From an optimization exercise on the open Yosys and OpenROAD flow, aimed at small area and a short achievable clock period; shortcuts taken in it are not production practice.
Function was checked by simulation only, so behaviour that the tests miss may differ from the original.
Power and IR drop assume default switching activity.

## the previous run
==> flow/design.v <==
`timescale 1ns / 1ps
module dualPortRAM(clk,rst,wr_en,rd_en,din,wr_add,rd_add,dout);
	input clk,rst;
	input wr_en, rd_en;
	input [5:0] wr_add,rd_add;
	input [7:0] din;
	output reg [7:0] dout;
	reg [7:0] ram [63:0];
	reg [63:0] valid;
	wire [5:0] wa_n, ra_n;
	wire [11:0] wa = {wa_n, wr_add};
	wire [11:0] ra = {ra_n, rd_add};
	wire rd_en_n;
	wire [7:0] whi_n, wlo_n;
	wire [63:0] we;
	wire [7:0] rhi, rlo;
	wire [63:0] rsel;
	genvar g, b, t;
	generate
		for (g = 0; g < 6; g = g + 1) begin : inv
			dp_inv u_wa (.a(wr_add[g]), .y(wa_n[g]));
			dp_inv u_ra (.a(rd_add[g]), .y(ra_n[g]));
		end
		for (g = 0; g < 8; g = g + 1) begin : pre
			dp_nand4 u_whi (.a(wr_en), .b(wa[5 + 6*(1-g/4)]), .c(wa[4 + 6*(1-(g/2)%2)]),
			                .d(wa[3 + 6*(1-g%2)]), .y(whi_n[g]));
			dp_nand3 u_wlo (.a(wa[2 + 6*(1-g/4)]), .b(wa[1 + 6*(1-(g/2)%2)]),
			                .c(wa[0 + 6*(1-g%2)]), .y(wlo_n[g]));
			dp_and4 u_rhi (.a(rd_en), .b(ra[5 + 6*(1-g/4)]), .c(ra[4 + 6*(1-(g/2)%2)]),
			               .d(ra[3 + 6*(1-g%2)]), .y(rhi[g]));
			dp_and3 u_rlo (.a(ra[2 + 6*(1-g/4)]), .b(ra[1 + 6*(1-(g/2)%2)]),
			               .c(ra[0 + 6*(1-g%2)]), .y(rlo[g]));
		end
		for (g = 0; g < 64; g = g + 1) begin : row
			dp_nor2 u_we (.a(whi_n[g/8]), .b(wlo_n[g%8]), .y(we[g]));
			dp_and3 u_rs (.a(rhi[g/8]), .b(rlo[g%8]), .c(valid[g]), .y(rsel[g]));
			always @(posedge clk)
				if (we[g]) ram[g] <= din;
			always @(posedge clk or posedge rst)
				if (rst) valid[g] <= 1'b0;
				else valid[g] <= valid[g] | we[g];
		end
	endgenerate
	dp_inv u_rdn (.a(rd_en), .y(rd_en_n));
	wire [7:0] rdata;
	generate
		for (b = 0; b < 8; b = b + 1) begin : col
			wire [63:0] d;
			wire [7:0] o;
			for (t = 0; t < 64; t = t + 1) begin : dd
				assign d[t] = ram[t][b];
			end
			for (t = 0; t < 8; t = t + 1) begin : grp
				dp_or8 u (.s(rsel[8*t+7:8*t]), .d(d[8*t+7:8*t]), .y(o[t]));
			end
			dp_fin u_f (.o(o), .h(rd_en_n), .e(dout[b]), .y(rdata[b]));
		end
	endgenerate
	always @(posedge clk or posedge rst)
		if (rst) dout <= 8'd0;
		else dout <= rdata;
endmodule
module dp_inv(input a, output y);
	assign y = ~a;
endmodule
module dp_nor2(input a, b, output y);
	assign y = ~(a | b);
endmodule
module dp_nand3(input a, b, c, output y);
	assign y = ~(a & b & c);
endmodule
module dp_nand4(input a, b, c, d, output y);
	assign y = ~(a & b & c & d);
endmodule
module dp_and3(input a, b, c, output y);
	assign y = a & b & c;
endmodule
module dp_and4(input a, b, c, d, output y);
	assign y = a & b & c & d;
endmodule
module dp_or8(input [7:0] s, input [7:0] d, output y);
	assign y = |(s & d);
endmodule
module dp_fin(input [7:0] o, input h, input e, output y);
	assign y = (|o) | (h & e);
endmodule
Settings: LEC_CHECK=0, CAP_MARGIN=20, CORE_MARGIN=2, CORE_UTILIZATION=40, SETUP_SLACK_MARGIN=1.5, SLEW_MARGIN=20, SYNTH_HIERARCHICAL=1; clock period 3.6 ns.
standard.sh (not shown) runs the stock make flow with config.mk's settings and CLKGATE_MAP_FILE= SYNTH_SCRIPT=/design/flow/synth_recipe.tcl, a recipe that flattens the netlist after the stock synthesis.
==> flow/flow/run.sh <==
#!/bin/bash
# Standard ORFS layout (the standard.sh), with these changes after synthesis:
#  - ports are buffered with buf_4 instead of the default delay-type buffer
#  - delay cells (clkdlybuf4s*, dlygate4sd*, dlymetal6s*) are not used
#  - repair_timing may change a cell's footprint
set -euo pipefail
PLATFORM_DONT_USE="sky130_fd_sc_hd__probe_p_8 sky130_fd_sc_hd__probec_p_8 sky130_fd_sc_hd__lpflow_bleeder_1 sky130_fd_sc_hd__lpflow_clkbufkapwr_1 sky130_fd_sc_hd__lpflow_clkbufkapwr_16 sky130_fd_sc_hd__lpflow_clkbufkapwr_2 sky130_fd_sc_hd__lpflow_clkbufkapwr_4 sky130_fd_sc_hd__lpflow_clkbufkapwr_8 sky130_fd_sc_hd__lpflow_clkinvkapwr_1 sky130_fd_sc_hd__lpflow_clkinvkapwr_16 sky130_fd_sc_hd__lpflow_clkinvkapwr_2 sky130_fd_sc_hd__lpflow_clkinvkapwr_4 sky130_fd_sc_hd__lpflow_clkinvkapwr_8 sky130_fd_sc_hd__lpflow_decapkapwr_12 sky130_fd_sc_hd__lpflow_decapkapwr_3 sky130_fd_sc_hd__lpflow_decapkapwr_4 sky130_fd_sc_hd__lpflow_decapkapwr_6 sky130_fd_sc_hd__lpflow_decapkapwr_8 sky130_fd_sc_hd__lpflow_inputiso0n_1 sky130_fd_sc_hd__lpflow_inputiso0p_1 sky130_fd_sc_hd__lpflow_inputiso1n_1 sky130_fd_sc_hd__lpflow_inputiso1p_1 sky130_fd_sc_hd__lpflow_inputisolatch_1 sky130_fd_sc_hd__lpflow_isobufsrc_1 sky130_fd_sc_hd__lpflow_isobufsrc_16 sky130_fd_sc_hd__lpflow_isobufsrc_2 sky130_fd_sc_hd__lpflow_isobufsrc_4 sky130_fd_sc_hd__lpflow_isobufsrc_8 sky130_fd_sc_hd__lpflow_isobufsrckapwr_16 sky130_fd_sc_hd__lpflow_lsbuf_lh_hl_isowell_tap_1 sky130_fd_sc_hd__lpflow_lsbuf_lh_hl_isowell_tap_2 sky130_fd_sc_hd__lpflow_lsbuf_lh_hl_isowell_tap_4 sky130_fd_sc_hd__lpflow_lsbuf_lh_isowell_4 sky130_fd_sc_hd__lpflow_lsbuf_lh_isowell_tap_1 sky130_fd_sc_hd__lpflow_lsbuf_lh_isowell_tap_2 sky130_fd_sc_hd__lpflow_lsbuf_lh_isowell_tap_4 "
EXTRA_DONT_USE="sky130_fd_sc_hd__clkdlybuf4s15_1 sky130_fd_sc_hd__clkdlybuf4s15_2 sky130_fd_sc_hd__clkdlybuf4s18_1 sky130_fd_sc_hd__clkdlybuf4s18_2 sky130_fd_sc_hd__clkdlybuf4s25_1 sky130_fd_sc_hd__clkdlybuf4s25_2 sky130_fd_sc_hd__clkdlybuf4s50_1 sky130_fd_sc_hd__clkdlybuf4s50_2 sky130_fd_sc_hd__dlygate4sd1_1 sky130_fd_sc_hd__dlygate4sd2_1 sky130_fd_sc_hd__dlygate4sd3_1 sky130_fd_sc_hd__dlymetal6s2s_1 sky130_fd_sc_hd__dlymetal6s4s_1 sky130_fd_sc_hd__dlymetal6s6s_1"
bash standard.sh synth > synth.log 2>&1
bash standard.sh DONT_USE_CELLS="$PLATFORM_DONT_USE $EXTRA_DONT_USE" \
  BUFFER_PORTS_ARGS="-buffer_cell sky130_fd_sc_hd__buf_4" \
  MATCH_CELL_FOOTPRINT=0 finish > layout.log 2>&1
[inputs] the current run vs the previous run
--- a/flow/config.mk
+++ b/flow/config.mk
@@ -9,4 +9,7 @@
 export CORE_MARGIN = 2
 export CORE_UTILIZATION = 40
+export CTS_CLUSTER_DIAMETER = 100
+export CTS_CLUSTER_SIZE = 30
+export GPL_TIMING_DRIVEN = 0
 export SETUP_SLACK_MARGIN = 1.5
 export SLEW_MARGIN = 20
### Flow results
After synthesis and placement, the instance count of the current run is below that of the previous run. The current run vs. the previous run: share of the core filled with cells went down by 1.9 points. Lower first-pass GRT wire length was reported by the current run, not the previous run. Looking at routing usage on met2 across the previous run and the current run, the one that comes out lower is the current run. Per the comparison of the current run with the previous run, post-route fraction of the period consumed by the critical path moved up, count of cells along the worst register-to-register path about even. Reported for the previous run and the current run, die area turned out identical to the last digit. The previous run → the current run: arrival time of the worst setup path saw an increase, total power moved down. The current run ended up with wr_add[1] as its critical path startpoint; the previous run ended up with wr_add[2]. Across both runs, global-route usage over all layers was lower for the current run than for the previous run.

========
## job 5678
dualPortRAM, a different RTL version from the one above (not shown whole).
Size in the first run: roughly 590 flip-flops, ~32 I/O pins.
export LEC_CHECK = 0
export CAP_MARGIN = 20
export CORE_MARGIN = 2
export CORE_UTILIZATION = 70
export CTS_CLUSTER_DIAMETER = 80
export CTS_CLUSTER_SIZE = 24
export SETUP_SLACK_MARGIN = 2.0
export SLEW_MARGIN = 20
export SYNTH_HIERARCHICAL = 1
create_clock -name core_clock -period 3.6 [get_ports {clk}]
==> flow/flow/run.sh <==
#!/bin/bash
# Standard ORFS layout (the standard.sh), with these changes after synthesis:
#  - ports are buffered with buf_4 instead of the default delay-type buffer
#  - delay cells (clkdlybuf4s*, dlygate4sd*, dlymetal6s*) are not used
#  - repair_timing may change a cell's footprint
#  - after floorplan, flow/size.tcl sets the drive strength of the decoder gates
set -euo pipefail
PLATFORM_DONT_USE="sky130_fd_sc_hd__probe_p_8 sky130_fd_sc_hd__probec_p_8 sky130_fd_sc_hd__lpflow_bleeder_1 sky130_fd_sc_hd__lpflow_clkbufkapwr_1 sky130_fd_sc_hd__lpflow_clkbufkapwr_16 sky130_fd_sc_hd__lpflow_clkbufkapwr_2 sky130_fd_sc_hd__lpflow_clkbufkapwr_4 sky130_fd_sc_hd__lpflow_clkbufkapwr_8 sky130_fd_sc_hd__lpflow_clkinvkapwr_1 sky130_fd_sc_hd__lpflow_clkinvkapwr_16 sky130_fd_sc_hd__lpflow_clkinvkapwr_2 sky130_fd_sc_hd__lpflow_clkinvkapwr_4 sky130_fd_sc_hd__lpflow_clkinvkapwr_8 sky130_fd_sc_hd__lpflow_decapkapwr_12 sky130_fd_sc_hd__lpflow_decapkapwr_3 sky130_fd_sc_hd__lpflow_decapkapwr_4 sky130_fd_sc_hd__lpflow_decapkapwr_6 sky130_fd_sc_hd__lpflow_decapkapwr_8 sky130_fd_sc_hd__lpflow_inputiso0n_1 sky130_fd_sc_hd__lpflow_inputiso0p_1 sky130_fd_sc_hd__lpflow_inputiso1n_1 sky130_fd_sc_hd__lpflow_inputiso1p_1 sky130_fd_sc_hd__lpflow_inputisolatch_1 sky130_fd_sc_hd__lpflow_isobufsrc_1 sky130_fd_sc_hd__lpflow_isobufsrc_16 sky130_fd_sc_hd__lpflow_isobufsrc_2 sky130_fd_sc_hd__lpflow_isobufsrc_4 sky130_fd_sc_hd__lpflow_isobufsrc_8 sky130_fd_sc_hd__lpflow_isobufsrckapwr_16 sky130_fd_sc_hd__lpflow_lsbuf_lh_hl_isowell_tap_1 sky130_fd_sc_hd__lpflow_lsbuf_lh_hl_isowell_tap_2 sky130_fd_sc_hd__lpflow_lsbuf_lh_hl_isowell_tap_4 sky130_fd_sc_hd__lpflow_lsbuf_lh_isowell_4 sky130_fd_sc_hd__lpflow_lsbuf_lh_isowell_tap_1 sky130_fd_sc_hd__lpflow_lsbuf_lh_isowell_tap_2 sky130_fd_sc_hd__lpflow_lsbuf_lh_isowell_tap_4 "
EXTRA_DONT_USE="sky130_fd_sc_hd__clkdlybuf4s15_1 sky130_fd_sc_hd__clkdlybuf4s15_2 sky130_fd_sc_hd__clkdlybuf4s18_1 sky130_fd_sc_hd__clkdlybuf4s18_2 sky130_fd_sc_hd__clkdlybuf4s25_1 sky130_fd_sc_hd__clkdlybuf4s25_2 sky130_fd_sc_hd__clkdlybuf4s50_1 sky130_fd_sc_hd__clkdlybuf4s50_2 sky130_fd_sc_hd__dlygate4sd1_1 sky130_fd_sc_hd__dlygate4sd2_1 sky130_fd_sc_hd__dlygate4sd3_1 sky130_fd_sc_hd__dlymetal6s2s_1 sky130_fd_sc_hd__dlymetal6s4s_1 sky130_fd_sc_hd__dlymetal6s6s_1"
bash standard.sh synth > synth.log 2>&1
bash standard.sh DONT_USE_CELLS="$PLATFORM_DONT_USE $EXTRA_DONT_USE" \
  BUFFER_PORTS_ARGS="-buffer_cell sky130_fd_sc_hd__buf_4" \
  MATCH_CELL_FOOTPRINT=0 POST_FLOORPLAN_TCL="$PWD/flow/size.tcl" finish > layout.log 2>&1
==> flow/flow/size.tcl <==
# Size the decoder and select drivers by the nets they drive. The names come
# from the hierarchy of rtl/dualPortRAM.v (instance.port of each gate module).
proc my_size_drivers {pattern drive} {
  set block [ord::get_db_block]
  set db [ord::get_db]
  set n 0
  foreach net [$block getNets] {
    set nm [string map {"\\" ""} [$net getName]]
    if {![string match $pattern $nm]} { continue }
    foreach it [$net getITerms] {
      if {![$it isOutputSignal]} { continue }
      set inst [$it getInst]
      set master [[$inst getMaster] getName]
      if {![regsub {_[0-9]+$} $master "_$drive" new]} { continue }
      if {$new eq $master} { continue }
      set m [$db findMaster $new]
      if {$m eq "NULL" || $m eq ""} { puts "size: no $new"; continue }
      $inst swapMaster $m
      incr n
    }
  }
  puts "size: $pattern -> _$drive: $n cells"
}
my_size_drivers {inv\[*\].u_wa.y} 4
my_size_drivers {inv\[*\].u_ra.y} 2
my_size_drivers {pre\[*\].u_whi.y} 4
my_size_drivers {pre\[*\].u_wlo.y} 4
my_size_drivers {pre\[*\].u_rhi.y} 4
my_size_drivers {pre\[*\].u_rlo.y} 4
my_size_drivers {row\[*\].u_we.y} 2
my_size_drivers {row\[*\].u_rs.y} 4
Relative to job 5678, the following input files were edited for job 6316:
- SETUP_SLACK_MARGIN: 2.0 -> 1.8
### Flow results
- Cell at the slowest stage of the critical path = nor3_4: job 5678; cell at the slowest stage of the critical path = dfrtp_1: job 6316
- Any difference in power density over cell area between job 6316 and job 5678 is small enough to ignore.
- met2 as the most crowded layer after global routing was reported by job 6316, and met1 by job 5678.
- STATUS summed area of non-filler cells in the final layout: job 6316 wins against job 5678
- When the final numbers for job 5678 and job 6316 were put side by side, the clock network fraction of total power turned out to be greater in job 5678.
[inputs] job 3069 vs job 6316
diff --git a/flow/flow/size.tcl b/flow/flow/size.tcl
--- a/flow/flow/size.tcl
+++ b/flow/flow/size.tcl
@@ -30,2 +30,3 @@
 my_size_drivers {row\[*\].u_we.y} 2
 my_size_drivers {row\[*\].u_rs.y} 4
+my_size_drivers {dout\[*\]} 4
Findings:
Looking at job 6316 and job 3069, the met3 usage in global routing is a wash.
In job 3069 the post-cts gate resize count turned out 33 higher than in job 6316.
Of job 3069 and job 6316, it is job 3069 that has the lower global-route wire length before repair.
Looking at final period utilization, job 3069 sits 1.6 points higher than job 6316 does.
Clock power essentially unchanged between job 3069 and job 6316.
Comparing job 6316 and job 3069, the lower sequential share of cell area was measured on job 3069.
The detailed-route wire length on job 6316 is in line with that on job 3069.
Across both runs, highest cell delay on the worst timing path was lower for job 3069 than for job 6316.
A worst-path cell with the longest stage delay of dfrtp_1 is what job 6316 shows, while nor3_2 belongs to job 3069.
Job 3069 has critical path depth above what job 6316 had.
Between job 6316 and job 3069, the wire length on met2 does not differ in any meaningful way.
Changes in job 6071 relative to job 3069:
- SETUP_SLACK_MARGIN: 1.8 -> 1.65
diff --git a/flow/flow/size.tcl b/flow/flow/size.tcl
--- a/flow/flow/size.tcl
+++ b/flow/flow/size.tcl
@@ -30,3 +30,2 @@
 my_size_drivers {row\[*\].u_we.y} 2
 my_size_drivers {row\[*\].u_rs.y} 4
-my_size_drivers {dout\[*\]} 4
From job 6071 to job 3069, clock buffer count from CTS did not move at all.
The higher routed wire length on met2 came out of job 3069.
Relative to job 3069, the static leakage measured on job 6071 has decreased by a few percent.
Higher final cell count among job 6071 and job 3069: job 3069
Endpoint required time on the critical path | job 6071 above job 3069
Across job 6071 and job 3069, the outcome is the same: a clean finish for every run.
The higher power per standard cell area came out of job 6071.
diff inputs: job 6071 => job 7975
- a change of SETUP_SLACK_MARGIN from 1.65 to 1.8
diff --git a/flow/flow/size.tcl b/flow/flow/size.tcl
--- a/flow/flow/size.tcl
+++ b/flow/flow/size.tcl
@@ -24,8 +24,8 @@
 my_size_drivers {inv\[*\].u_wa.y} 4
 my_size_drivers {inv\[*\].u_ra.y} 2
-my_size_drivers {pre\[*\].u_whi.y} 4
-my_size_drivers {pre\[*\].u_wlo.y} 4
-my_size_drivers {pre\[*\].u_rhi.y} 4
-my_size_drivers {pre\[*\].u_rlo.y} 4
+my_size_drivers {pre\[*\].u_whi.y} 2
+my_size_drivers {pre\[*\].u_wlo.y} 2
+my_size_drivers {pre\[*\].u_rhi.y} 2
+my_size_drivers {pre\[*\].u_rlo.y} 2
 my_size_drivers {row\[*\].u_we.y} 2
-my_size_drivers {row\[*\].u_rs.y} 4
+my_size_drivers {row\[*\].u_rs.y} 2
[summary]
Compared with job 6071, job 7975 shows a higher area of all placed cells without fillers.
Compared to job 6071, job 7975 has met1 usage in global routing 1.4 points lower.
In terms of combinational fraction of design power, job 6071 and job 7975 differ only marginally.
From job 6071 to job 7975 the numbers moved as follows: total wirelength of the detailed-routed design decreased by 510 µm relative to the old numbers, maximum clock frequency went up, first-pass GRT wire length lost about 1.1%.
Comparing job 7975 and job 6071, the higher met3 track demand over resource is on job 6071.
Inputs modified between job 7975 and job 8413:
- removing CTS_CLUSTER_SIZE (formerly 24)
- removing CTS_CLUSTER_DIAMETER (formerly 80)
diff --git a/flow/flow/run.sh b/flow/flow/run.sh
--- a/flow/flow/run.sh
+++ b/flow/flow/run.sh
@@ -5,4 +5,5 @@
 #  - repair_timing may change a cell's footprint
 #  - after floorplan, flow/size.tcl sets the drive strength of the decoder gates
+#  - clock tree: clusters of at most 18 sinks driven by clkbuf_8, no dummy loads
 set -euo pipefail
 PLATFORM_DONT_USE="sky130_fd_sc_hd__probe_p_8 sky130_fd_sc_hd__probec_p_8 sky130_fd_sc_hd__lpflow_bleeder_1 sky130_fd_sc_hd__lpflow_clkbufkapwr_1 sky130_fd_sc_hd__lpflow_clkbufkapwr_16 sky130_fd_sc_hd__lpflow_clkbufkapwr_2 sky130_fd_sc_hd__lpflow_clkbufkapwr_4 sky130_fd_sc_hd__lpflow_clkbufkapwr_8 sky130_fd_sc_hd__lpflow_clkinvkapwr_1 sky130_fd_sc_hd__lpflow_clkinvkapwr_16 sky130_fd_sc_hd__lpflow_clkinvkapwr_2 sky130_fd_sc_hd__lpflow_clkinvkapwr_4 sky130_fd_sc_hd__lpflow_clkinvkapwr_8 sky130_fd_sc_hd__lpflow_decapkapwr_12 sky130_fd_sc_hd__lpflow_decapkapwr_3 sky130_fd_sc_hd__lpflow_decapkapwr_4 sky130_fd_sc_hd__lpflow_decapkapwr_6 sky130_fd_sc_hd__lpflow_decapkapwr_8 sky130_fd_sc_hd__lpflow_inputiso0n_1 sky130_fd_sc_hd__lpflow_inputiso0p_1 sky130_fd_sc_hd__lpflow_inputiso1n_1 sky130_fd_sc_hd__lpflow_inputiso1p_1 sky130_fd_sc_hd__lpflow_inputisolatch_1 sky130_fd_sc_hd__lpflow_isobufsrc_1 sky130_fd_sc_hd__lpflow_isobufsrc_16 sky130_fd_sc_hd__lpflow_isobufsrc_2 sky130_fd_sc_hd__lpflow_isobufsrc_4 sky130_fd_sc_hd__lpflow_isobufsrc_8 sky130_fd_sc_hd__lpflow_isobufsrckapwr_16 sky130_fd_sc_hd__lpflow_lsbuf_lh_hl_isowell_tap_1 sky130_fd_sc_hd__lpflow_lsbuf_lh_hl_isowell_tap_2 sky130_fd_sc_hd__lpflow_lsbuf_lh_hl_isowell_tap_4 sky130_fd_sc_hd__lpflow_lsbuf_lh_isowell_4 sky130_fd_sc_hd__lpflow_lsbuf_lh_isowell_tap_1 sky130_fd_sc_hd__lpflow_lsbuf_lh_isowell_tap_2 sky130_fd_sc_hd__lpflow_lsbuf_lh_isowell_tap_4 "
@@ -11,3 +12,5 @@
 bash standard.sh DONT_USE_CELLS="$PLATFORM_DONT_USE $EXTRA_DONT_USE" \
   BUFFER_PORTS_ARGS="-buffer_cell sky130_fd_sc_hd__buf_4" \
-  MATCH_CELL_FOOTPRINT=0 POST_FLOORPLAN_TCL="$PWD/flow/size.tcl" finish > layout.log 2>&1
+  MATCH_CELL_FOOTPRINT=0 \
+  CTS_ARGS="-sink_clustering_enable -repair_clock_nets -sink_clustering_size 18 -sink_clustering_max_diameter 60 -sink_clustering_buffer sky130_fd_sc_hd__clkbuf_8 -buf_list {sky130_fd_sc_hd__clkbuf_8 sky130_fd_sc_hd__clkbuf_16} -dont_use_dummy_load" \
+  POST_FLOORPLAN_TCL="$PWD/flow/size.tcl" finish > layout.log 2>&1
diff --git a/flow/flow/size.tcl b/flow/flow/size.tcl
--- a/flow/flow/size.tcl
+++ b/flow/flow/size.tcl
@@ -24,8 +24,8 @@
 my_size_drivers {inv\[*\].u_wa.y} 4
 my_size_drivers {inv\[*\].u_ra.y} 2
-my_size_drivers {pre\[*\].u_whi.y} 2
-my_size_drivers {pre\[*\].u_wlo.y} 2
-my_size_drivers {pre\[*\].u_rhi.y} 2
-my_size_drivers {pre\[*\].u_rlo.y} 2
+my_size_drivers {pre\[*\].u_whi.y} 4
+my_size_drivers {pre\[*\].u_wlo.y} 4
+my_size_drivers {pre\[*\].u_rhi.y} 4
+my_size_drivers {pre\[*\].u_rlo.y} 4
 my_size_drivers {row\[*\].u_we.y} 2
-my_size_drivers {row\[*\].u_rs.y} 2
+my_size_drivers {row\[*\].u_rs.y} 4
Slew at the pin with the worst max-slew slack delta for job 8413 relative to job 7975: 0.034 ns higher
From job 7975 to job 8413, number of enable-type register cells in the synthesized netlist did not move at all.
Between job 8413 and job 7975, wire length per cell is higher for job 8413, job 7975 comes in under that.
Going from job 7975 to job 8413, synthesis-to-finish area growth shrinks by 1.3 points.
Sequential cell fraction of total power: job 8413 > job 7975
Looking only at net switching power, and setting everything else aside, the lower value of job 8413 and job 7975 goes to job 8413.
Power density normalized to cell area is higher on job 7975

==> what the ideal ports hide <==
In the flow no input, the clock included, has a driving cell. The finished layouts below were timed again as built, in two steps.
Step 1 (the two cells are an assumption about what drives the block):
set clk [get_ports {clk}]
set_driving_cell -lib_cell sky130_fd_sc_hd__clkbuf_16 $clk
set_driving_cell -lib_cell sky130_fd_sc_hd__buf_2 [delete_from_list [all_inputs] $clk]
Step 2 also shifts input and output timing later by t, the mid clock arrival at the registers, as if the neighbouring blocks saw the same clock.
a / b / c = no drivers / after step 1 / after step 2; a / b = the first two.
run | t (ns) | setup slack, ns | worst setup path after step 2 | clock arrival spread, ns | worst slew at a driven data input, ns
the previous run | 0.659 | 1.445 / 1.463 / 0.805 | input to register | 0.023 / 0.023 | 0.09
the current run | 0.629 | 1.236 / 1.264 / 0.635 | input to register | 0.028 / 0.028 | 0.04
job 5678 | 0.639 | 1.706 / 1.682 / 1.044 | input to register | 0.015 / 0.015 | 0.14
job 6316 | 0.641 | 1.707 / 1.653 / 1.046 | input to register | 0.025 / 0.025 | 0.09
job 3069 | 0.625 | 1.650 / 1.605 / 1.017 | input to register | 0.014 / 0.015 | 0.11
job 6071 | 0.633 | 1.616 / 1.573 / 0.940 | input to register | 0.032 / 0.031 | 0.09
job 7975 | 0.633 | 1.672 / 1.664 / 1.031 | input to register | 0.030 / 0.030 | 0.09
job 8413 | 0.539 | 1.706 / 1.689 / 1.149 | input to register | 0.077 / 0.077 | 0.11
After both steps setup and hold are still met in every run listed. The setup slack of job 6071, which loses most, moves by -0.043 ns with the drivers and by -0.676 ns with both steps.
